From an optimization exercise on the open Yosys and OpenROAD flow, aimed at small area; shortcuts taken in it are not production practice. Where RTL was checked, it was by simulation tests only, not by an equivalence proof against the original. Function not checked in run 3: the RTL went through the layout flow alone. In every run shown here, the design's own scripts or RTL, not TritonCTS, make the clock network. The flow treats the clock pin as an ideal source. Dropping or thinning the clock tree relies on that and would not hold on a real chip. Power is estimated from default activity; no workload was simulated.

==> flow/design.v <==
module uart_core
#(
	parameter DATA_BITS=8
	,parameter BAUD_BITS=16
	,parameter ERR_BITS=2
	,parameter UART_ADDR_BITS=8
	,parameter UART_DATA_BITS=32
)
(
	input wire clk  
	,input wire nRst  
	,input wire [UART_ADDR_BITS-1:0] addrIn  
	,input wire [UART_DATA_BITS-1:0] dataIn  
	,output wire [UART_DATA_BITS-1:0] dataOut  
	,input wire wr  
	,input wire valid  
	,output wire ready  
	,output wire irq  
	,output reg uartTxLine  
	,input wire uartRxLine  
);
	wire a00=(addrIn==8'h00);
	wire a04=(addrIn==8'h04);
	wire a08=(addrIn==8'h08);
	wire a0C=(addrIn==8'h0C);
	wire a10=(addrIn==8'h10);
	wire a14=(addrIn==8'h14);
	wire a18=(addrIn==8'h18);
	wire a1C=(addrIn==8'h1C);
	wire a24=(addrIn==8'h24);
	wire aOther=~(a00|a04|a08|a0C|a10|a14|a18|a1C|a24);
	wire wv=valid&wr;
	reg [7:0] txData;	 
	reg txStart;
	reg enTx;
	reg enRx;
	reg testMode;
	reg cfgParity;
	reg cfgStop;
	reg cfgOs;
	reg [15:1] cfgDiv;
	reg rstTxIn,rstTxD,rstTx;
	reg rstRxIn,rstRxD,rstRx;
	reg [7:0] intMask;
	reg [3:0] intClr;
	reg txBusyIntr;
	reg [7:0] dOut;
	reg [3:0] intPend;
	localparam TX_IDLE=4'd14;
	reg [3:0] txc;
	reg txPar;
	wire txBusy=(txc!=TX_IDLE);
	wire txBusyAll=txBusy|txStart;
	localparam RX_IDLE=4'd15;
	reg [3:0] rxc;
	reg [7:0] rxData;
	reg rxPar;
	reg rxR1,rxR2;
	reg rxOsStart;
	reg [1:0] rxErr;
	wire rxBusy=(rxc!=RX_IDLE);
	wire rxReady=rxR1^rxR2;
	assign ready=1'b1;
	assign dataOut={24'd0,dOut};
	assign irq=|intPend;
	wire txWrite=wv&a00&enTx;
	always @(posedge clk)
		if(txWrite&~txBusyAll)
			txData<=dataIn[7:0];
	always @(posedge clk)
	begin
		rstTxD<=rstTxIn;
		rstRxD<=rstRxIn;
		txBusyIntr<=txWrite&txBusyAll;
		intClr<=(wv&a24)? dataIn[3:0]:4'd0;
		if(wv&a08&~(txBusy|rxBusy))
		begin
			cfgOs<=dataIn[16];
			cfgParity<=dataIn[17];
			cfgStop<=dataIn[18];
		end
	end
	always @(posedge clk,negedge nRst)
	begin
		if(~nRst)
		begin
			txStart<=0;
			enTx<=0;
			enRx<=0;
			testMode<=0;
			cfgDiv<=0;
			rstTxIn<=0;
			rstTx<=1;
			rstRxIn<=0;
			rstRx<=1;
			intMask<=0;
			dOut<=0;
			intPend<=0;
		end
		else
		begin
			rstTx<=rstTxIn&~rstTxD;
			rstRx<=rstRxIn&~rstRxD;
			if(txWrite&~txBusyAll)
				txStart<=1;
			else if(txBusy)
				txStart<=0;
			intPend<=(~intClr)&(intPend|(intMask[3:0]&{txBusyIntr,rxErr,rxReady}));
			if(wv&a08&~(txBusy|rxBusy))
				cfgDiv<=dataIn[15:1];
			if(wv&a0C)
			begin
				if(dataIn[0])
					enTx<=1;
				else if(~txBusy)
					enTx<=0;
				if(dataIn[1])
					enRx<=1;
				else if(~rxBusy)
					enRx<=0;
				testMode<=&dataIn[2:0];
			end
			if(wv&a10)
			begin
				rstTxIn<=~dataIn[0];
				rstRxIn<=~dataIn[1];
			end
			if(wv&a1C)
				intMask<=dataIn[7:0];
			if(valid)
			begin
				if(aOther)
					dOut<=8'd0;
				else if(~wr)
				begin
					if(a04&enRx)
						dOut<=rxData&{8{rxR1}};
					else if(a0C)
						dOut<={3'd0,testMode,rstRx,rstTx,enRx,enTx};
					else if(a14)
						dOut<={5'd0,rxReady,rxBusy,txBusyAll};
					else if(a18)
						dOut<={4'd0,intPend};
					else if(a1C)
						dOut<=intMask;
				end
			end
		end
	end
	reg [15:0] bCnt;
	reg bLevel;
	reg [3:0] bTx;
	reg bFirst;
	wire [14:0] half=cfgDiv[15:1];
	wire [16:0] bInc={1'b0,bCnt}+17'd1;
	wire bWrap=(half!=15'd0)&(bInc>={2'b0,half});
	wire tickRx=bWrap&~bLevel;
	wire tickTx=tickRx&(cfgOs? (bTx==4'b0111):(bTx[2:0]==3'b011));
	wire bClr=bWrap|bFirst;
	always @(posedge clk)
	begin
		bCnt<=(bInc[15:0]&{16{~bClr}})|{15'd0,bFirst};
		bLevel<=~bFirst&(bLevel^bWrap);
	end
	always @(posedge clk,negedge nRst)
	begin
		if(~nRst)
		begin
			bFirst<=1;
			bTx<=0;
		end
		else
		begin
			bFirst<=0;
			if(tickRx)
				bTx<=bTx+4'd1;
		end
	end
	wire txBit=txData[txc[2:0]];
	always @(posedge clk)
		if(tickTx)
		begin
			if(txc==4'd15)
				txPar<=cfgParity;
			else if(~txc[3])
				txPar<=txPar^txBit;
		end
	always @(posedge clk,negedge nRst)
	begin
		if(~nRst)
		begin
			txc<=TX_IDLE;
			uartTxLine<=1;
		end
		else if(rstTx)
		begin
			txc<=TX_IDLE;
			uartTxLine<=1;
		end
		else if(tickTx)
		begin
			case(txc)
				4'd14: begin
					uartTxLine<=1;
					if(txStart)
						txc<=4'd15;
				end
				4'd15: begin
					uartTxLine<=0;
					txc<=4'd0;
				end
				4'd8: begin
					uartTxLine<=txPar;
					txc<=4'd9;
				end
				4'd9: begin
					uartTxLine<=1;
					txc<=4'd10;
				end
				4'd10: begin
					txc<=cfgStop? 4'd11:TX_IDLE;
				end
				4'd11,4'd12,4'd13: begin
					txc<=TX_IDLE;
				end
				default: begin
					uartTxLine<=txBit;
					txc<=txc+4'd1;
				end
			endcase
		end
	end
	wire rxLine=testMode? uartTxLine:uartRxLine;
	reg [4:0] osCnt;
	reg osOp;		 
	reg osM0,osM1,osM2;
	reg osReady;
	reg osFirst;
	wire osActive=rxOsStart|osReady;
	wire sBit=(osM0&osM1)|(osM1&osM2)|(osM2&osM0);
	wire [4:0] smb=osFirst? (osOp? 5'd15:5'd7):(osOp? 5'd7:5'd3);
	wire osAtM1=(osCnt==smb-5'd1);
	wire osAtMid=(osCnt==smb);
	wire osAtP1=(osCnt==smb+5'd1);
	always @(posedge clk)
		if(tickRx)
			osOp<=cfgOs;
	always @(posedge clk)
		if(tickRx&osActive&osAtMid)
			osM1<=rxLine;
	always @(posedge clk)
	begin
		if(rstRx)
		begin
			osCnt<=0;
			osM0<=0;
			osM2<=0;
			osReady<=0;
			osFirst<=0;
		end
		else if(tickRx&osActive)
		begin
			if(osAtM1)
				osM0<=rxLine;
			if(osAtP1)
				osM2<=rxLine;
			if(osAtMid)
			begin
				osReady<=1;
				osCnt<=0;
				osFirst<=1;
			end
			else
			begin
				osReady<=0;
				osCnt<=osCnt+5'd1;
			end
		end
	end
	always @(posedge clk)
	begin
		if(rstRx)
		begin
			rxOsStart<=0;
			rxErr<=0;
		end
		else if(tickRx)
		begin
			if(rxc==RX_IDLE)
			begin
				if(~rxLine)
				begin
					rxOsStart<=1;
					if(osReady&~sBit)
						rxErr<=0;
				end
			end
			else if(rxc>=4'd10)
			begin
				if(rxPar)
					rxErr<=2'd1;
				else if(osReady&(rxc<(cfgStop? 4'd12:4'd11))&~sBit)
					rxErr<=2'd2;
			end
		end
	end
	always @(posedge clk)
		if(tickRx&osReady&(rxc<4'd8))
			rxData<={sBit,rxData[7:1]};
	always @(posedge clk)
		if(tickRx)
		begin
			if(rxc==RX_IDLE)
				rxPar<=0;
			else if(rxc==4'd9)
				rxPar<=rxPar^cfgParity;
			else if(osReady&(rxc<4'd9))
				rxPar<=rxPar^sBit;
		end
	always @(posedge clk,negedge nRst)
	begin
		if(~nRst)
		begin
			rxc<=RX_IDLE;
			rxR1<=0;
			rxR2<=0;
		end
		else if(rstRx)
		begin
			rxc<=RX_IDLE;
			rxR1<=0;
			rxR2<=0;
		end
		else if(tickRx)
		begin
			rxR2<=rxR1;
			if(rxc==RX_IDLE)
			begin
				if(~rxLine)
				begin
					if(osReady&~sBit)
					begin
						rxc<=4'd0;
						rxR1<=0;
						rxR2<=0;
					end
				end
			end
			else if(rxc<4'd9)
			begin
				if(osReady)
					rxc<=rxc+4'd1;
			end
			else if(rxc==4'd9)
				rxc<=4'd10;
			else
			begin
				if(rxPar)
				begin
					rxc<=RX_IDLE;
				end
				else if(osReady)
				begin
					if(rxc<(cfgStop? 4'd12:4'd11))
					begin
						if(sBit)
							rxc<=rxc+4'd1;
						else
							rxc<=RX_IDLE;
					end
					else
					begin
						rxR1<=1;
						rxc<=RX_IDLE;
					end
				end
			end
		end
	end
endmodule
==> flow/flow/run.sh <==
#!/bin/bash
# Own layout flow: the standard flow (standard.sh) with these changes:
#  1. after the standard synthesis, the combinational logic is re-mapped by
#     ABC for area (flow/remap.ys); every register keeps its instance, name
#     and cell type from the standard synthesis;
#  2. port buffers are sky130_fd_sc_hd__buf_1 instead of the default choice;
#  3. a small clock tree of its own in place of TritonCTS (flow/cts.tcl):
#     the clock port drives 4 clkbuf_16, each feeding a cluster of flip-flops;
#  4. constant outputs share the synthesis's tie cells (SKIP_REPAIR_TIE_FANOUT).
# Each tool's output goes to a log file in the work folder.
set -euo pipefail
W=$(pwd)
R=$W/orfs/results/$FLOW_PLATFORM/uart_core/base
LIB=$FLOW_HOME/platforms/$FLOW_PLATFORM/lib/sky130_fd_sc_hd__tt_025C_1v80.lib
YOSYS=${YOSYS_EXE:-$(command -v yosys || echo "$FLOW_HOME/../tools/install/yosys/bin/yosys")}
export BUFFER_PORTS_ARGS="-buffer_cell sky130_fd_sc_hd__buf_1"
export SKIP_REPAIR_TIE_FANOUT=1

bash standard.sh synth > "$W/flow_1_synth.log" 2>&1

cp "$R/1_2_yosys.v" "$W/1_2_yosys_standard.v"
MAP="strash;dch,-f;amap;strash;dch,-f;amap;strash;dch,-f;amap;topo"
SCRIPTS=(
  "$MAP"
  "rewrite,-z;refactor,-z;rewrite,-z;$MAP"
  "rewrite,-z;refactor,-z;resub,-z;rewrite,-z;$MAP"
  "rewrite,-z;refactor,-z;resub,-z;rewrite,-z;resub,-z;refactor,-z;rewrite,-z;$MAP"
  "rewrite,-z;refactor,-z;resub,-z;rewrite,-z;resub,-K,8,-N,2,-z;refactor,-z;resub,-K,10,-N,2,-z;rewrite,-z;$MAP"
  "rewrite,-z;refactor,-z;rewrite,-z;rewrite,-z;refactor,-z;rewrite,-z;$MAP"
  "dch,-f;if,-K,4;mfs2,-a;strash;rewrite,-z;refactor,-z;$MAP"
  "rewrite,-z;refactor,-z;resub,-z;rewrite,-z;&get,-n;&deepsyn,-J,300,-S,0;&put;$MAP"
  "rewrite,-z;refactor,-z;resub,-z;rewrite,-z;&get,-n;&deepsyn,-J,300,-S,1;&put;$MAP"
  "rewrite,-z;refactor,-z;resub,-z;rewrite,-z;&get,-n;&deepsyn,-J,300,-S,2;&put;$MAP"
  "rewrite,-z;refactor,-z;resub,-z;rewrite,-z;&get,-n;&deepsyn,-J,300,-S,3;&put;$MAP"
  "&get,-n;&deepsyn,-J,300,-S,0;&put;$MAP"
  "&get,-n;&deepsyn,-J,300,-S,1;&put;$MAP"
)
# each script is checked by ABC's own equivalence check (cec) against its input
best=""; bestArea=""
# the scripts run in parallel, NUM_CORES at a time
for i in "${!SCRIPTS[@]}"; do
  script="+strash;write_blif,$W/remap_in_$i.blif;${SCRIPTS[$i]};cec,$W/remap_in_$i.blif"
  sed -e "s#@LIB@#$LIB#g" -e "s#@IN@#$W/1_2_yosys_standard.v#" -e "s#@OUT@#$W/remap_$i.v#" \
    -e "s#@SCRIPT@#${script//&/\\&}#" "$W/flow/remap.ys" > "$W/remap_$i.ys"
  while (( $(jobs -rp | wc -l) >= ${NUM_CORES:-4} )); do sleep 1; done
  ( "$YOSYS" -s "$W/remap_$i.ys" > "$W/flow_2_remap_$i.log" 2>&1; echo $? > "$W/remap_$i.rc" ) &
done
wait
for i in "${!SCRIPTS[@]}"; do
  if [[ "$(cat "$W/remap_$i.rc")" == 0 ]] && [[ -s "$W/remap_$i.v" ]] \
    && grep -q "Networks are equivalent" "$W/flow_2_remap_$i.log" \
    && ! grep -qi "not equivalent" "$W/flow_2_remap_$i.log"; then
    a=$(python3 "$W/flow/area.py" "$LIB" "$W/remap_$i.v")
    echo "remap script $i: area $a" >> "$W/flow_2_remap.log"
    if [[ -z "$bestArea" ]] || python3 -c "import sys; sys.exit(0 if $a < $bestArea else 1)"; then
      best=$i; bestArea=$a
    fi
  fi
done
echo "kept remap script $best: area $bestArea" >> "$W/flow_2_remap.log"
[[ -n "$best" ]]
cp "$W/remap_$best.v" "$W/1_2_yosys_remap.v"
cp "$W/1_2_yosys_remap.v" "$R/1_2_yosys.v"
touch "$R/1_2_yosys.v"

bash standard.sh place > "$W/flow_3_place.log" 2>&1

MCTS_RESULTS="$R" MCTS_LIB="$LIB" MCTS_NBUF=4 MCTS_BUF=sky130_fd_sc_hd__clkbuf_16 MCTS_CLK=clk \
  openroad -no_init -exit "$W/flow/cts.tcl" > "$W/flow_4_cts.log" 2>&1
cp "$R/4_1_cts.odb" "$R/4_cts.odb"
touch "$R/4_cts.sdc"

bash standard.sh > "$W/flow_5_layout.log" 2>&1
==> flow/flow/area.py <==
# Standard-cell area of a mapped netlist (cells counted by name from the liberty file).
import re, sys
lib = open(sys.argv[1]).read()
area = {m.group(1): float(m.group(2)) for m in re.finditer(
    r'cell\s*\(\s*"?(\w+)"?\s*\)\s*\{.*?area\s*:\s*([\d.]+)', lib, re.S)}
net = open(sys.argv[2]).read()
cells = re.findall(r'^\s*(sky130_fd_sc_hd__\w+)\s', net, re.M)
print(f"{sum(area[c] for c in cells):.4f}")
==> flow/flow/cts.tcl <==
# Clock tree step in place of ORFS's TritonCTS step (4_1_cts): reads the
# placed design, builds the clock tree of cts_manual.tcl, legalizes the new
# buffers and writes the results the rest of the standard flow reads.
set R $::env(MCTS_RESULTS)
read_liberty $::env(MCTS_LIB)
read_db $R/3_place.odb
read_sdc $R/3_place.sdc
source $::env(FLOW_HOME)/platforms/$::env(FLOW_PLATFORM)/setRC.tcl
source [file join [file dirname [info script]] cts_manual.tcl]
set_placement_padding -global -left 0 -right 0
detailed_placement
check_placement -verbose
set_propagated_clock [all_clocks]
estimate_parasitics -placement
report_clock_skew
report_worst_slack -min
report_worst_slack -max
set mx 0
foreach p [get_pins -hierarchical */CLK] {
  set s [get_property $p slew_max]
  if {$s > $mx} { set mx $s }
}
puts "manual cts: largest flip-flop clock-pin slew (placement estimate) $mx"
write_db $R/4_1_cts.odb
write_sdc -no_timestamp $R/4_cts.sdc
==> flow/flow/cts_manual.tcl <==
# Manual clock tree: the clock port drives MCTS_NBUF clock buffers directly,
# each placed at the centre of a balanced k-means cluster of flip-flop clock
# pins. Replaces TritonCTS, whose H-tree is far larger than this design needs.
set nbuf $::env(MCTS_NBUF)
set bufm $::env(MCTS_BUF)
set db [ord::get_db]
set block [ord::get_db_block]
set clkNet [$block findNet $::env(MCTS_CLK)]
set master [$db findMaster $bufm]

set sinks {}
foreach it [$clkNet getITerms] {
  set inst [$it getInst]
  set bb [$inst getBBox]
  set x [expr {([$bb xMin] + [$bb xMax]) / 2.0}]
  set y [expr {([$bb yMin] + [$bb yMax]) / 2.0}]
  lappend sinks [list $it $x $y]
}
set n [llength $sinks]
puts "manual cts: $n sinks, $nbuf buffers of $bufm"

# seeds spread along the sinks sorted by x+y
set sorted [lsort -real -command {apply {{a b} {expr {([lindex $a 1]+[lindex $a 2]) < ([lindex $b 1]+[lindex $b 2]) ? -1 : 1}}}} $sinks]
set cx {}; set cy {}
for {set k 0} {$k < $nbuf} {incr k} {
  set s [lindex $sorted [expr {int(($k + 0.5) * $n / $nbuf)}]]
  lappend cx [lindex $s 1]; lappend cy [lindex $s 2]
}
set cap [expr {int(ceil(double($n) / $nbuf)) + 2}]
for {set iter 0} {$iter < 50} {incr iter} {
  # balanced assignment: nearest centre with room left, closest pairs first
  set pairs {}
  set i 0
  foreach s $sinks {
    for {set k 0} {$k < $nbuf} {incr k} {
      set dx [expr {[lindex $s 1] - [lindex $cx $k]}]
      set dy [expr {[lindex $s 2] - [lindex $cy $k]}]
      lappend pairs [list [expr {abs($dx) + abs($dy)}] $i $k]
    }
    incr i
  }
  set pairs [lsort -real -index 0 $pairs]
  set assign [lrepeat $n -1]
  set cnt [lrepeat $nbuf 0]
  foreach p $pairs {
    lassign $p d i k
    if {[lindex $assign $i] >= 0} continue
    if {[lindex $cnt $k] >= $cap} continue
    lset assign $i $k
    lset cnt $k [expr {[lindex $cnt $k] + 1}]
  }
  set sx [lrepeat $nbuf 0.0]; set sy [lrepeat $nbuf 0.0]
  for {set i 0} {$i < $n} {incr i} {
    set k [lindex $assign $i]
    lset sx $k [expr {[lindex $sx $k] + [lindex $sinks $i 1]}]
    lset sy $k [expr {[lindex $sy $k] + [lindex $sinks $i 2]}]
  }
  for {set k 0} {$k < $nbuf} {incr k} {
    if {[lindex $cnt $k] > 0} {
      lset cx $k [expr {[lindex $sx $k] / [lindex $cnt $k]}]
      lset cy $k [expr {[lindex $sy $k] / [lindex $cnt $k]}]
    }
  }
}
puts "manual cts: cluster sizes $cnt"

for {set k 0} {$k < $nbuf} {incr k} {
  set inst [odb::dbInst_create $block $master "mcts_buf_$k"]
  set net [odb::dbNet_create $block "mcts_net_$k"]
  $net setSigType CLOCK
  [$inst findITerm A] connect $clkNet
  [$inst findITerm X] connect $net
  set w [$master getWidth]; set h [$master getHeight]
  $inst setLocation [expr {int([lindex $cx $k] - $w / 2)}] [expr {int([lindex $cy $k] - $h / 2)}]
  $inst setPlacementStatus PLACED
}
for {set i 0} {$i < $n} {incr i} {
  set it [lindex $sinks $i 0]
  set k [lindex $assign $i]
  $it disconnect
  $it connect [$block findNet "mcts_net_$k"]
}
==> flow/flow/remap.ys <==
# Area re-mapping of the combinational logic of the standard synthesis netlist.
# Registers (and tie cells) stay the very instances the standard synthesis made,
# with their names and cell types; only the logic between them is re-mapped by
# ABC with an area-oriented script (no buffering or upsizing). run.sh tries
# several scripts and keeps the smallest result.
read_liberty -ignore_miss_func @LIB@
read_verilog -sv @IN@
hierarchy -top uart_core
setattr -mod -set keep_hierarchy 1 sky130_fd_sc_hd__df* sky130_fd_sc_hd__edf* sky130_fd_sc_hd__sdf* sky130_fd_sc_hd__dl* sky130_fd_sc_hd__conb_1
flatten
opt_clean -purge
abc -liberty @LIB@ -dont_use sky130_fd_sc_hd__probe_p_8 -dont_use sky130_fd_sc_hd__probec_p_8 -dont_use sky130_fd_sc_hd__lpflow_bleeder_1 -dont_use sky130_fd_sc_hd__lpflow_clkbufkapwr_1 -dont_use sky130_fd_sc_hd__lpflow_clkbufkapwr_16 -dont_use sky130_fd_sc_hd__lpflow_clkbufkapwr_2 -dont_use sky130_fd_sc_hd__lpflow_clkbufkapwr_4 -dont_use sky130_fd_sc_hd__lpflow_clkbufkapwr_8 -dont_use sky130_fd_sc_hd__lpflow_clkinvkapwr_1 -dont_use sky130_fd_sc_hd__lpflow_clkinvkapwr_16 -dont_use sky130_fd_sc_hd__lpflow_clkinvkapwr_2 -dont_use sky130_fd_sc_hd__lpflow_clkinvkapwr_4 -dont_use sky130_fd_sc_hd__lpflow_clkinvkapwr_8 -dont_use sky130_fd_sc_hd__lpflow_decapkapwr_12 -dont_use sky130_fd_sc_hd__lpflow_decapkapwr_3 -dont_use sky130_fd_sc_hd__lpflow_decapkapwr_4 -dont_use sky130_fd_sc_hd__lpflow_decapkapwr_6 -dont_use sky130_fd_sc_hd__lpflow_decapkapwr_8 -dont_use sky130_fd_sc_hd__lpflow_inputiso0n_1 -dont_use sky130_fd_sc_hd__lpflow_inputiso0p_1 -dont_use sky130_fd_sc_hd__lpflow_inputiso1n_1 -dont_use sky130_fd_sc_hd__lpflow_inputiso1p_1 -dont_use sky130_fd_sc_hd__lpflow_inputisolatch_1 -dont_use sky130_fd_sc_hd__lpflow_isobufsrc_1 -dont_use sky130_fd_sc_hd__lpflow_isobufsrc_16 -dont_use sky130_fd_sc_hd__lpflow_isobufsrc_2 -dont_use sky130_fd_sc_hd__lpflow_isobufsrc_4 -dont_use sky130_fd_sc_hd__lpflow_isobufsrc_8 -dont_use sky130_fd_sc_hd__lpflow_isobufsrckapwr_16 -dont_use sky130_fd_sc_hd__lpflow_lsbuf_lh_hl_isowell_tap_1 -dont_use sky130_fd_sc_hd__lpflow_lsbuf_lh_hl_isowell_tap_2 -dont_use sky130_fd_sc_hd__lpflow_lsbuf_lh_hl_isowell_tap_4 -dont_use sky130_fd_sc_hd__lpflow_lsbuf_lh_isowell_4 -dont_use sky130_fd_sc_hd__lpflow_lsbuf_lh_isowell_tap_1 -dont_use sky130_fd_sc_hd__lpflow_lsbuf_lh_isowell_tap_2 -dont_use sky130_fd_sc_hd__lpflow_lsbuf_lh_isowell_tap_4 -dont_use sky130_fd_sc_hd__fill_1 -dont_use sky130_fd_sc_hd__fill_2 -dont_use sky130_fd_sc_hd__fill_4 -dont_use sky130_fd_sc_hd__fill_8 -script @SCRIPT@
opt_clean -purge
hilomap -singleton -hicell sky130_fd_sc_hd__conb_1 HI -locell sky130_fd_sc_hd__conb_1 LO
# left out here: clean up, clear keep_hierarchy
select uart_core
stat
write_verilog -noattr -nohex -nodec -selected @OUT@
==> flow/standard.sh <==
#!/bin/bash
# synth_recipe.tcl (not shown) runs the flow's synth.tcl, then flattens the netlist and writes it again
# the make line also repeats each setting of config.mk as NAME=value (left out here)
make -C /OpenROAD-flow-scripts/flow DESIGN_CONFIG=/design/flow/config.mk WORK_HOME=/design/flow/orfs CLKGATE_MAP_FILE= SYNTH_SCRIPT=/design/flow/synth_recipe.tcl "${@:-finish}"
==> flow/config.mk <==
export PLATFORM = sky130hd
export DESIGN_NAME = uart_core
export DESIGN_NICKNAME = uart_core
export VERILOG_FILES = /design/flow/design.v
export SDC_FILE = /design/flow/constraint.sdc
export NUM_CORES = 4
export LEC_CHECK = 0
export CAP_MARGIN = 0
export CORE_MARGIN = 2
export CORE_UTILIZATION = 60
export GPL_TIMING_DRIVEN = 0
export SLEW_MARGIN = 0
==> flow/constraint.sdc <==
create_clock -name core_clock -period 10.0 [get_ports {clk}]
set_input_delay 2.0000 -clock core_clock [delete_from_list [all_inputs] [get_ports {clk}]]
set_output_delay 2.0000 -clock core_clock [all_outputs]
set_load 0.01 [all_outputs]
==> impl_metrics.tcl, run 1 <==
set metrics [dict create \
    cp.arrival_ns 5.23 \
    vias 3917 \
    path_class "reg2reg" \
    vdd.ir_drop.worst_mv 0.142 \
    worstRegToRegCells 40 \
    wl_per_cell_um 15.9 \
    grt_pass1_wl_mm 17.4 \
    grt_pass1_vias 3647 \
    syn_area_mm2 0.00494 \
    timing.final.crit_share_pct 51.3 \
    finalWirelength_mm 10.7 \
    slew_headroom_pct 12.3 \
    numPortBuffers 41 \
    antenna_found_initial 0 \
    hold_path_depth 1 \
    cts.clk_slew.worst_paths_ns 0.12 \
    status "timing/DRC/antenna clean" \
    track_usage_pct 24.2 \
    seqCellArea_mm2 0.00290 \
    nets 613 \
    cp.required_ns 10.10 \
    yosys_warnings 1 \
    r2r_end "txc[1]$_DFFE_PN1P_" \
    fin_hold_ws_ns 0.351 \
    hold_viol 0 \
    syn_nets 563 \
    die_x_um 94.8 \
    viasPerCell 5.84 \
    gp_congestion 0.873 \
    final_cell_area_mm2 0.00537 \
    tightest_slew_ns 1.31 \
    grt_setup_unrepaired "no" \
    cap_violations 0 \
    core_area_mm2 0.00809 \
    end_kind "flip-flop" \
    grt_max_degree 42 \
    reg2reg_from "bCnt[0]$_DFF_P_" \
    slowest_stage "dfxtp_1" \
    dp_hpwl_mm 8.09 \
    p_per_area_mw_per_mm2 182 \
    fin_worst_skew_ns 0.0156 \
    min_period_ns 5.13 \
    critPathMaxFanout 8 \
    worstHoldEndpoint "rstTx$_DFF_PN1_" \
    die-height_um 94.8 \
    die-area_mm2 0.00898 \
    critPathLaunchType "flip-flop" \
    grt_overflow 0 \
    fillers 685 \
    hp-start "rstTxD$_DFF_P_" \
    layout-drive-gt1-share_pct 3.53 \
    antenna_cells 0 \
    ant_nets 0 \
    route.detailed.drc 0 \
    setup_tns_ns 0 \
    p_leak_nw 2.03 \
    cpPeakStageDelay_ns 0.33 \
    synthCells 518 \
    area_growth_syn_to_layout_pct 8.65 \
    fmax_mhz 195 \
    drtIter0Drc 192 \
    hold_path_class "reg2reg" \
    fp-row-count 33 \
    start_util_pct 61.1 \
    placed_area_mm2 0.00527 \
    reg2reg_slack_ns 4.87 \
    io_pins 80 \
    setup_viol 0 \
    finalMaxSlewViolations 0 \
    firstDrtPassIters 4 \
    synth_area_per_cell_um2 9.55 \
    multi_input_area_mm2 0.00179 \
    clk_latency_ns 0.18 \
]
[power by group]
part / switching (mW) / leakage, nW / internal (mW)
Sequential: 0.0337 / 1.24 / 0.541
Combinational: 0.138 / 0.739 / 0.0749
Clock: 0.117 / 0.0493 / 0.0744
Total: 0.289 / 2.03 / 0.690
[area by class of cell]
class	count	share of cell area (%)
well taps	105	2.45
repair buffers	44	3.54
inverters	69	4.82
plain buffers	4	1.86
multi-input cells	331	33.3
flip-flops and latches	118	54.0
[how the worst max path moves through the flow]
| stage | start | end | slack (ns) |
|---|---|---|---|
| 3_5_place_dp | bCnt[0]$_DFF_P_ | txc[1]$_DFFE_PN1P_ | 4.88 |
| 5_1_grt | bCnt[0]$_DFF_P_ | txc[1]$_DFFE_PN1P_ | 3.94 |
| 2_1_floorplan | addrIn[6] | cfgDiv[10]$_DFFE_PN0P_ | 3.96 |
| 6_report | bCnt[0]$_DFF_P_ | txc[1]$_DFFE_PN1P_ | 4.87 |
| 3_3_place_gp | addrIn[6] | cfgDiv[8]$_DFFE_PN0P_ | 2.32 |
[metal layers]
layer  vias to the layer above  GRT usage, %  share of wire [%]
met5                         -             0                  0
met2                        88          41.1                 48
li1                       1950             -                  -
met3                        10          2.00                5.7
met4                         0          2.90                1.2
met1                      1869          35.2                 45
[placed cells by master, fill, tap and decap left out, types with 2 or more instances in the layout]
| master | instances |
|---|---|
| nor2_1 | 98 |
| clkinv_1 | 69 |
| dfrtp_1 | 48 |
| buf_1 | 40 |
| nand2_1 | 37 |
| dfxtp_1 | 36 |
| o21ai_0 | 27 |
| a21oi_1 | 27 |
| edfxtp_1 | 23 |
| nor3_1 | 17 |
| o22a_1 | 17 |
| o22ai_1 | 12 |
| a211oi_1 | 11 |
| dfstp_2 | 11 |
| or2_0 | 10 |
| nand3_1 | 8 |
| a31oi_1 | 6 |
| a22oi_1 | 6 |
| nor4_1 | 5 |
| or4_1 | 4 |
| a32oi_1 | 4 |
| o221ai_1 | 4 |
| and3_1 | 4 |
| o32ai_1 | 4 |
| clkbuf_16 | 4 |
| a221oi_1 | 3 |
| a221o_1 | 3 |
| conb_1 | 2 |
| nand4_1 | 2 |
| nor2b_1 | 2 |
| a222oi_1 | 2 |
| a2111oi_0 | 2 |
| a31o_1 | 2 |
| buf_4 | 2 |
[sequential cells by signal, summed over array words and instances (netlist names), 2 cells and up]
signal,count
bCnt,16
bTx,4
cfgDiv,15
dOut,8
intClr,4
intMask,8
intPend,4
osCnt,5
rxData,8
rxErr,2
rxc,4
txData,8
txc,4
[through the flow]
stage          power, mW  utilization, %  instances  setup slack [ns]
2_1_floorplan      0.730               -        518              3.96
3_3_place_gp       0.784            64.6        664              2.32
3_5_place_dp       0.794            65.2        667              4.88
5_1_grt             1.03            66.4        671              3.94
6_report           0.979            66.4        671              4.87
[worst max-delay path: cells and delay by family, from the launching register on]
kind                   cells  cell delay [ns]
buffers and inverters     13             0.97
AO/OA/AOI/OAI              6             1.22
flip-flops                 1             0.33
AND/OR/NAND/NOR           21             2.58
==> inputs of run 2 (changes only) <==
--- a/flow/flow/run.sh
+++ b/flow/flow/run.sh
@@ -34,6 +34,10 @@
   "rewrite,-z;refactor,-z;resub,-z;rewrite,-z;&get,-n;&deepsyn,-J,300,-S,3;&put;$MAP"
   "&get,-n;&deepsyn,-J,300,-S,0;&put;$MAP"
   "&get,-n;&deepsyn,-J,300,-S,1;&put;$MAP"
+  "rewrite,-z;refactor,-z;resub,-z;rewrite,-z;&get,-n;&deepsyn,-J,300,-S,4;&put;$MAP"
+  "rewrite,-z;refactor,-z;resub,-z;rewrite,-z;&get,-n;&deepsyn,-J,300,-S,5;&put;$MAP"
+  "rewrite,-z;refactor,-z;resub,-z;rewrite,-z;&get,-n;&deepsyn,-J,600,-S,1;&put;$MAP"
+  "rewrite,-z;refactor,-z;resub,-z;rewrite,-z;&get,-n;&deepsyn,-J,600,-S,2;&put;$MAP"
 )
 # each script is checked by ABC's own equivalence check (cec) against its input
 best=""; bestArea=""
==> impl_metrics.tcl, run 2 <==
set metrics [dict create \
    hold_path_class "reg2reg" \
    largest_reg_flops 16 \
    status "timing/DRC/antenna clean" \
    syn_area_mm2 0.00494 \
    cap_violations 0 \
    slowest_stage "dfxtp_1" \
    syn_nets 563 \
    antenna_cells 0 \
    fin_hold_ws_ns 0.351 \
    dp_hpwl_mm 8.09 \
    fp-row-count 33 \
    path_class "reg2reg" \
    fin_worst_skew_ns 0.0156 \
    gp_congestion 0.873 \
    antenna_found_initial 0 \
    io_pins 80 \
    die_x_um 94.8 \
    postLayoutCoreUtil_pct 66.4 \
    p_per_area_mw_per_mm2 182 \
    grt_use_met2_pct 41.1 \
    grt_setup_unrepaired "no" \
    p_sw_mw 0.289 \
    route.detailed.drc 0 \
    area_growth_syn_to_layout_pct 8.65 \
    seqCellArea_mm2 0.00290 \
    slew_headroom_pct 12.3 \
    final_cell_area_mm2 0.00537 \
    p_leak_nw 2.03 \
    use_met1_pct 35.2 \
    core_area_mm2 0.00809 \
    cp.arrival_ns 5.23 \
    clk_latency_ns 0.18 \
    wl_per_cell_um 15.9 \
    multi_input_area_mm2 0.00179 \
    synthCells 518 \
    layout_commonest_cell "nor2_1" \
    end_kind "flip-flop" \
    internal_power_mw 0.690 \
    fmax_mhz 195 \
    grt_overflow 0 \
    hold_path_depth 1 \
    cp.required_ns 10.10 \
    fillers 685 \
    reg2reg_slack_ns 4.87 \
    cpPeakStageDelay_ns 0.33 \
    reg.largest.list "bCnt (16), cfgDiv (15)" \
    ant_nets 0 \
    critPathLaunchType "flip-flop" \
    vias 3917 \
    combPwrFrac_pct 21.7 \
    worstHoldEndpoint "rstTx$_DFF_PN1_" \
    p_clk_share_pct 19.6 \
    setup_viol 0 \
    hp-start "rstTxD$_DFF_P_" \
    die-area_mm2 0.00898 \
    busiest_layer "met2" \
    final-instance-count-excl-fill 671 \
    cts.clk_slew.worst_paths_ns 0.12 \
    reg2reg_from "bCnt[0]$_DFF_P_" \
    use_met3_pct 2.00 \
    grt_pass1_wl_mm 17.4 \
    track_usage_pct 24.2 \
    layout-drive-gt1-share_pct 3.53 \
    finalMaxSlewViolations 0 \
    timing.final.crit_share_pct 51.3 \
    drtIter0Drc 192 \
    grt_pass1_vias 3647 \
    vdd.ir_drop.worst_mv 0.142 \
    min_period_ns 5.13 \
    tightest_slew_ns 1.31 \
    placed_area_mm2 0.00527 \
    r2r_end "txc[1]$_DFFE_PN1P_" \
    numPortBuffers 41 \
    firstDrtPassIters 4 \
    power_mw 0.979 \
    nets 613 \
    hold_viol 0 \
    finalWirelength_mm 10.7 \
    start_util_pct 61.1 \
    seq_power_share_pct 58.7 \
    grt_max_degree 42 \
    die-height_um 94.8 \
    viasPerCell 5.84 \
    crit_family "simple AND/OR/NAND/NOR gates" \
    worstRegToRegCells 40 \
    setup_slack_ns 4.87 \
    place_ws_ns 4.88 \
    critPathBufInv 13 \
    yosys_warnings 1 \
    synth_area_per_cell_um2 9.55 \
    placed_cells 667 \
    regMostFlops "bCnt" \
    layout_common_cells "98 x nor2_1, 69 x clkinv_1, 48 x dfrtp_1" \
    switching_share_pct 29.5 \
    setup_tns_ns 0 \
    critPathMaxFanout 8 \
]
-- run 2: cell counts in the layout (fill, tap and decap cells not counted) --
Identical to the previous run, type by type.
-- run 2: cell type report --
class / count / share of cell area (%)
plain buffers: 4 / 1.86
inverters: 69 / 4.82
multi-input cells: 331 / 33.3
flip-flops and latches: 118 / 54.0
well taps: 105 / 2.45
repair buffers: 44 / 3.54
-- run 2: worst register-to-register path: cells and delay by family, from the launching register on --
family          cells  cell delay (ns)
simple gates       21             2.58
compound gates      6             1.22
buf+inv            13             0.97
flops               1             0.33
-- run 2: worst max-delay path by stage --
stage                                from                      to  slack, ns  cells after the start
final                     bCnt[0]$_DFF_P_      txc[1]$_DFFE_PN1P_       4.87                     40
after global routing      bCnt[0]$_DFF_P_      txc[1]$_DFFE_PN1P_       3.94                     40
after detailed placement  bCnt[0]$_DFF_P_      txc[1]$_DFFE_PN1P_       4.88                     40
after global placement          addrIn[6]   cfgDiv[8]$_DFFE_PN0P_       2.32                      8
after floorplan                 addrIn[6]  cfgDiv[10]$_DFFE_PN0P_       3.96                      7
-- run 2: power groups by stage --
stage	Sequential, mW	Clock [mW]	Combinational [mW]
after floorplan	0.576	0	0.154
after detailed placement	0.585	0	0.209
final	0.575	0.192	0.213
after global placement	0.583	0	0.201
after global routing	0.580	0.210	0.240
-- run 2: per-layer routing --
layer	vias up	share of wire (%)
met5	-	0
met4	0	1.2
met3	10	5.7
met2	88	48
met1	1869	45
li1	1950	-
==> inputs of run 3 (changes only) <==
--- a/flow/design.v
+++ b/flow/design.v
@@ -38,7 +38,8 @@
 	reg cfgParity;
 	reg cfgStop;
 	reg cfgOs;
-	reg [15:1] cfgDiv;
+	reg [15:1] cfgDiv;	 
+	reg cfgSet;
 	reg rstTxIn,rstTxD,rstTx;
 	reg rstRxIn,rstRxD,rstRx;
 	reg [7:0] intMask;
@@ -75,6 +76,7 @@
 		intClr<=(wv&a24)? dataIn[3:0]:4'd0;
 		if(wv&a08&~(txBusy|rxBusy))
 		begin
+			cfgDiv<=dataIn[15:1];
 			cfgOs<=dataIn[16];
 			cfgParity<=dataIn[17];
 			cfgStop<=dataIn[18];
@@ -88,7 +90,7 @@
 			enTx<=0;
 			enRx<=0;
 			testMode<=0;
-			cfgDiv<=0;
+			cfgSet<=0;
 			rstTxIn<=0;
 			rstTx<=1;
 			rstRxIn<=0;
@@ -107,7 +109,7 @@
 				txStart<=0;
 			intPend<=(~intClr)&(intPend|(intMask[3:0]&{txBusyIntr,rxErr,rxReady}));
 			if(wv&a08&~(txBusy|rxBusy))
-				cfgDiv<=dataIn[15:1];
+				cfgSet<=1;
 			if(wv&a0C)
 			begin
 				if(dataIn[0])
@@ -153,7 +155,7 @@
 	reg bFirst;
 	wire [14:0] half=cfgDiv[15:1];
 	wire [16:0] bInc={1'b0,bCnt}+17'd1;
-	wire bWrap=(half!=15'd0)&(bInc>={2'b0,half});
+	wire bWrap=cfgSet&(half!=15'd0)&(bInc>={2'b0,half});
 	wire tickRx=bWrap&~bLevel;
 	wire tickTx=tickRx&(cfgOs? (bTx==4'b0111):(bTx[2:0]==3'b011));
 	wire bClr=bWrap|bFirst;
@@ -162,20 +164,16 @@
 		bCnt<=(bInc[15:0]&{16{~bClr}})|{15'd0,bFirst};
 		bLevel<=~bFirst&(bLevel^bWrap);
 	end
+	always @(posedge clk)
+		if(bFirst)
+			bTx<=4'd0;
+		else if(tickRx)
+			bTx<=bTx+4'd1;
 	always @(posedge clk,negedge nRst)
-	begin
 		if(~nRst)
-		begin
 			bFirst<=1;
-			bTx<=0;
-		end
 		else
-		begin
 			bFirst<=0;
-			if(tickRx)
-				bTx<=bTx+4'd1;
-		end
-	end
 	wire txBit=txData[txc[2:0]];
 	always @(posedge clk)
 		if(tickTx)
--- a/flow/flow/run.sh
+++ b/flow/flow/run.sh
@@ -34,10 +34,6 @@
   "rewrite,-z;refactor,-z;resub,-z;rewrite,-z;&get,-n;&deepsyn,-J,300,-S,3;&put;$MAP"
   "&get,-n;&deepsyn,-J,300,-S,0;&put;$MAP"
   "&get,-n;&deepsyn,-J,300,-S,1;&put;$MAP"
-  "rewrite,-z;refactor,-z;resub,-z;rewrite,-z;&get,-n;&deepsyn,-J,300,-S,4;&put;$MAP"
-  "rewrite,-z;refactor,-z;resub,-z;rewrite,-z;&get,-n;&deepsyn,-J,300,-S,5;&put;$MAP"
-  "rewrite,-z;refactor,-z;resub,-z;rewrite,-z;&get,-n;&deepsyn,-J,600,-S,1;&put;$MAP"
-  "rewrite,-z;refactor,-z;resub,-z;rewrite,-z;&get,-n;&deepsyn,-J,600,-S,2;&put;$MAP"
 )
 # each script is checked by ABC's own equivalence check (cec) against its input
 best=""; bestArea=""
==> impl_metrics.tcl, run 3 <==
set metrics [dict create \
    status "timing/DRC/antenna clean" \
    die-area_mm2 0.00890 \
    layout_commonest_cell "nor2_1" \
    path_class "reg2reg" \
    firstDrtPassIters 7 \
    viasPerCell 5.84 \
    core_area_mm2 0.00781 \
    start_util_pct 62.7 \
    cts.clk_slew.worst_paths_ns 0.12 \
    crit_top_cell "nor2_1" \
    cpPeakStageDelay_ns 0.48 \
    reg.largest.list "bCnt (16), cfgDiv (15)" \
    tightest_slew_ns 0.978 \
    critPathLaunchType "flip-flop" \
    cp.required_ns 9.90 \
    p_per_area_mw_per_mm2 161 \
    dp_hpwl_mm 7.85 \
    hold_viol 0 \
    fin_worst_skew_ns 0.0197 \
    grt_overflow 0 \
    min_period_ns 6.46 \
    synthCells 501 \
    timing.final.crit_share_pct 64.6 \
    ant_nets 0 \
    die-height_um 94.3 \
    die_x_um 94.3 \
    layout_common_cells "90 x nor2_1, 64 x clkinv_1, 41 x nand2_1" \
    area_growth_syn_to_layout_pct 8.74 \
    vdd.ir_drop.worst_mv 0.188 \
    regMostFlops "bCnt" \
    slowest_stage "nor2_1" \
    end_kind "flip-flop" \
    p_leak_nw 1.92 \
    critPathMaxFanout 8 \
    wl_per_cell_um 15.6 \
    yosys_warnings 1 \
    slew_headroom_pct 34.3 \
    clk_latency_ns 0.18 \
    crit_family "simple AND/OR/NAND/NOR gates" \
    syn_nets 546 \
    internal_power_mw 0.642 \
    syn_area_mm2 0.00490 \
    drtIter0Drc 230 \
    grt_max_degree 33 \
    p_clk_share_pct 22.2 \
    switching_share_pct 25.2 \
    setup_viol 0 \
    combPwrFrac_pct 13.5 \
    cap_violations 0 \
    seq_power_share_pct 64.4 \
    fmax_mhz 155 \
    p_sw_mw 0.216 \
    nets 596 \
    vias 3799 \
    layout-drive-gt1-share_pct 3.64 \
    antenna_cells 0 \
    critPathBufInv 6 \
    synth_area_per_cell_um2 9.77 \
    setup_tns_ns 0 \
    route.detailed.drc 0 \
    grt_setup_unrepaired "no" \
    finalWirelength_mm 10.2 \
    gp_congestion 0.902 \
    fin_hold_ws_ns 0.348 \
    io_pins 80 \
    track_usage_pct 23.7 \
    finalMaxSlewViolations 0 \
    fp-row-count 32 \
    numPortBuffers 41 \
    cp.arrival_ns 6.36 \
    hold_path_class "reg2reg" \
    grt_pass1_vias 3682 \
    antenna_found_initial 0 \
    largest_reg_flops 16 \
    grt_pass1_wl_mm 17.0 \
]
==> run 3: changes by cell type in the layout (fill, tap and decap cells not counted), moves of 7 or more <==
cell,change
o22a_1,-11
dfrtp_1,-18
edfxtp_1,+15
nor2_1,-8
o21ai_0,+9
o22ai_1,-7
==> run 3: power by group through the flow <==
| stage | Clock [mW] | Combinational [mW] | Sequential, mW |
|---|---|---|---|
| 6_report | 0.190 | 0.116 | 0.552 |
| 2_1_floorplan | 0 | 0.0810 | 0.557 |
| 3_3_place_gp | 0 | 0.110 | 0.561 |
| 5_1_grt | 0.211 | 0.131 | 0.557 |
| 3_5_place_dp | 0 | 0.114 | 0.562 |
==> run 3: metal layers <==
metal	part of all wire [%]	wire length [um]	vias to the layer above	track usage [%]
met5	0	0	-	0
met4	1.4	142	0	2.90
met3	4.0	411	12	1.60
met2	49	5020	94	42.2
met1	45	4570	1822	33.5
li1	-	-	1871	-
==> run 3: final timing paths <==
path                                  from                 end  slack [ns]  cells past startpoint
setup / recovery           bCnt[0]$_DFF_P_     txPar$_DFFE_PP_        3.54                     33
hold / removal              rstRxD$_DFF_P_     rstRx$_DFF_PN1_        0.35                      1
setup reg to reg           bCnt[0]$_DFF_P_     txPar$_DFFE_PP_        3.54                     33
hold reg to reg             rstRxD$_DFF_P_     rstRx$_DFF_PN1_        0.35                      1
max in group asynchronous             nRst  txc[3]$_DFFE_PN1P_        7.74                      2
min in group asynchronous             nRst    rxR2$_DFFE_PN0P_        1.73                      1
==> run 3: layout make-up <==
class	instances	area (um2)
plain buffers	4	100
fillers	614	2480
inverters	64	240
multi-input cells	318	1680
flip-flops and latches	119	2980
well taps	102	128
repair buffers	44	194
==> run 3: per-stage QoR <==
| stage | instances | area [um2] | power [mW] | worst slack, ns | utilization [%] |
|---|---|---|---|---|---|
| 6_report | 651 | 5320 | 0.858 | 3.54 | 68.2 |
| 5_1_grt | 651 | 5320 | 0.899 | 2.80 | 68.2 |
| 3_5_place_dp | 647 | 5220 | 0.676 | 3.58 | 66.9 |
| 3_3_place_gp | 644 | 5180 | 0.671 | 3.71 | 66.3 |
| 2_1_floorplan | 501 | 4900 | 0.638 | 4.92 | - |
==> inputs of run 4 (changes only) <==
--- a/flow/design.v
+++ b/flow/design.v
@@ -164,16 +164,20 @@
 		bCnt<=(bInc[15:0]&{16{~bClr}})|{15'd0,bFirst};
 		bLevel<=~bFirst&(bLevel^bWrap);
 	end
-	always @(posedge clk)
-		if(bFirst)
-			bTx<=4'd0;
-		else if(tickRx)
-			bTx<=bTx+4'd1;
 	always @(posedge clk,negedge nRst)
+	begin
 		if(~nRst)
+		begin
 			bFirst<=1;
+			bTx<=0;
+		end
 		else
+		begin
 			bFirst<=0;
+			if(tickRx)
+				bTx<=bTx+4'd1;
+		end
+	end
 	wire txBit=txData[txc[2:0]];
 	always @(posedge clk)
 		if(tickTx)
==> impl_metrics.tcl, run 4 <==
set metrics [dict create \
    place_ws_ns 4.52 \
    combPwrFrac_pct 4.8 \
    ant_nets 0 \
    vdd.ir_drop.worst_mv 0.144 \
    placed_cells 657 \
    die-area_mm2 0.00891 \
    p_per_area_mw_per_mm2 138 \
    setup_tns_ns 0 \
    seqCellArea_mm2 0.00300 \
    drtIter0Drc 253 \
    hold_path_class "reg2reg" \
    p_clk_share_pct 26.0 \
    end_kind "flip-flop" \
    die-height_um 94.4 \
    layout-drive-gt1-share_pct 3.58 \
    synthCells 511 \
    cap_violations 0 \
    start_util_pct 62.8 \
    vias 3857 \
    grt_max_degree 33 \
    area_growth_syn_to_layout_pct 8.65 \
    path_class "reg2reg" \
    seq_power_share_pct 69.2 \
    cpPeakStageDelay_ns 0.53 \
    p_sw_mw 0.146 \
    fp-row-count 32 \
    antenna_cells 0 \
    crit_family "simple AND/OR/NAND/NOR gates" \
    syn_area_mm2 0.00490 \
    nets 606 \
    gp_congestion 0.906 \
    viasPerCell 5.84 \
    finalWirelength_mm 10.5 \
    setup_slack_ns 4.36 \
    dp_hpwl_mm 7.93 \
    finalMaxSlewViolations 0 \
    slew_headroom_pct 29.8 \
    core_area_mm2 0.00781 \
    layout_common_cells "93 x nor2_1, 72 x clkinv_1, 44 x o21ai_0, 44 x nand2_1, 40 x buf_1" \
    regMostFlops "bCnt" \
    fin_worst_skew_ns 0.0112 \
    syn_nets 556 \
    grt_setup_unrepaired "no" \
    route.detailed.drc 0 \
    slowest_stage "nor2_1" \
    fmax_mhz 177 \
    antenna_found_initial 0 \
    tightest_slew_ns 1.05 \
    setup_viol 0 \
    grt_pass1_vias 3703 \
    critPathBufInv 10 \
    cp.required_ns 9.89 \
    switching_share_pct 19.9 \
    clk_latency_ns 0.17 \
    die_x_um 94.4 \
    cp.arrival_ns 5.53 \
    layout_commonest_cell "nor2_1" \
    critPathMaxFanout 8 \
    largest_reg_flops 16 \
    io_pins 80 \
    grt_overflow 0 \
    crit_top_cell "nand2_1" \
    numPortBuffers 41 \
    firstDrtPassIters 4 \
    multi_input_area_mm2 0.00164 \
    yosys_warnings 1 \
    timing.final.crit_share_pct 56.4 \
    critPathLaunchType "flip-flop" \
    reg.largest.list "bCnt (16), cfgDiv (15)" \
    fillers 656 \
    cts.clk_slew.worst_paths_ns 0.11 \
    min_period_ns 5.64 \
    p_leak_nw 1.89 \
    wl_per_cell_um 15.8 \
    grt_pass1_wl_mm 17.4 \
    status "timing/DRC/antenna clean" \
    postLayoutCoreUtil_pct 68.2 \
    hold_viol 0 \
    internal_power_mw 0.591 \
    synth_area_per_cell_um2 9.59 \
    track_usage_pct 24.3 \
    final-instance-count-excl-fill 661 \
]
-- run 4: cell types whose count changed in the layout (fill, tap and decap cells not counted), sizes merged, moves of 4 or more --
| cell | change |
|---|---|
| a22oi | +5 |
| clkinv | +8 |
| dfrtp | +4 |
| dfxtp | -4 |
| o21ai | +8 |
| o21bai | -7 |
| o22ai | +5 |
| o31ai | -4 |
-- run 4: power groups by stage --
| stage | clock (mW) | sequential (mW) | combinational, mW |
|---|---|---|---|
| after global routing | 0.209 | 0.511 | 0.0404 |
| after floorplan | 0 | 0.519 | 0.0196 |
| after detailed placement | 0 | 0.521 | 0.0351 |
| after global placement | 0 | 0.520 | 0.0332 |
| final | 0.192 | 0.510 | 0.0356 |
-- run 4: stage by stage --
| stage | cell area, um2 | total power [mW] | hold WS [ns] |
|---|---|---|---|
| final | 5330 | 0.737 | 0.350 |
| after global routing | 5330 | 0.761 | 0.376 |
| after detailed placement | 5230 | 0.556 | 0.336 |
| after global placement | 5180 | 0.554 | 0.332 |
| after floorplan | 4900 | 0.539 | 0.327 |
-- run 4: worst paths after layout --
kind	from	endpoint	slack, ns	cells past startpoint
max in group asynchronous	nRst	txc[1]$_DFFE_PN1P_	7.70	2
hold / removal	rstTxD$_DFF_P_	rstTx$_DFF_PN1_	0.35	1
setup / recovery	bCnt[0]$_DFF_P_	txPar$_DFFE_PP_	4.36	36
hold reg to reg	rstTxD$_DFF_P_	rstTx$_DFF_PN1_	0.35	1
setup reg to reg	bCnt[0]$_DFF_P_	txPar$_DFFE_PP_	4.36	36
min in group asynchronous	nRst	dOut[0]$_DFFE_PN0P_	1.72	1
-- run 4: cell type report --
type | count | share of cell area, %
flip-flops and latches | 119 | 56.4
multi-input cells | 320 | 30.7
inverters | 72 | 5.07
repair buffers | 44 | 3.57
well taps | 102 | 2.40
plain buffers | 4 | 1.88
-- run 4: layer usage --
| layer | vias up | part of all wire, % | global-route usage, % | routed length (um) |
|---|---|---|---|---|
| met4 | 0 | 2.6 | 5.07 | 274 |
| met3 | 19 | 4.0 | 1.44 | 423 |
| met1 | 1841 | 44 | 33.6 | 4570 |
| met5 | - | 0 | 0 | 0 |
| met2 | 109 | 50 | 43.1 | 5190 |
| li1 | 1888 | - | - | - |

separate check: timing with driven ports:
Ports are ideal in the flow. The routed layouts listed here were re-timed in OpenROAD.
Step 1 sets driving cells, clkbuf_16 on the clock port and buf_2 on the other inputs (assumed; they add their load-dependent delay and slew).
Step 2, shift: input delay + t, output delay - t, t = (earliest + latest rising clock arrival at the registers) / 2. This alone moves slack from input paths to output paths.
Slacks: ideal ports / drivers / drivers and shift; pairs: ideal ports / drivers.
run	t (ns)	setup WS [ns]	worst setup path after step 2
run 1	0.250	4.865 / 4.865 / 4.865	register to register
run 2	0.250	4.865 / 4.865 / 4.865	register to register
run 3	0.241	3.538 / 3.538 / 3.538	register to register
run 4	0.246	4.364 / 4.364 / 4.364	register to register
After both steps setup and hold are still met in every run listed.
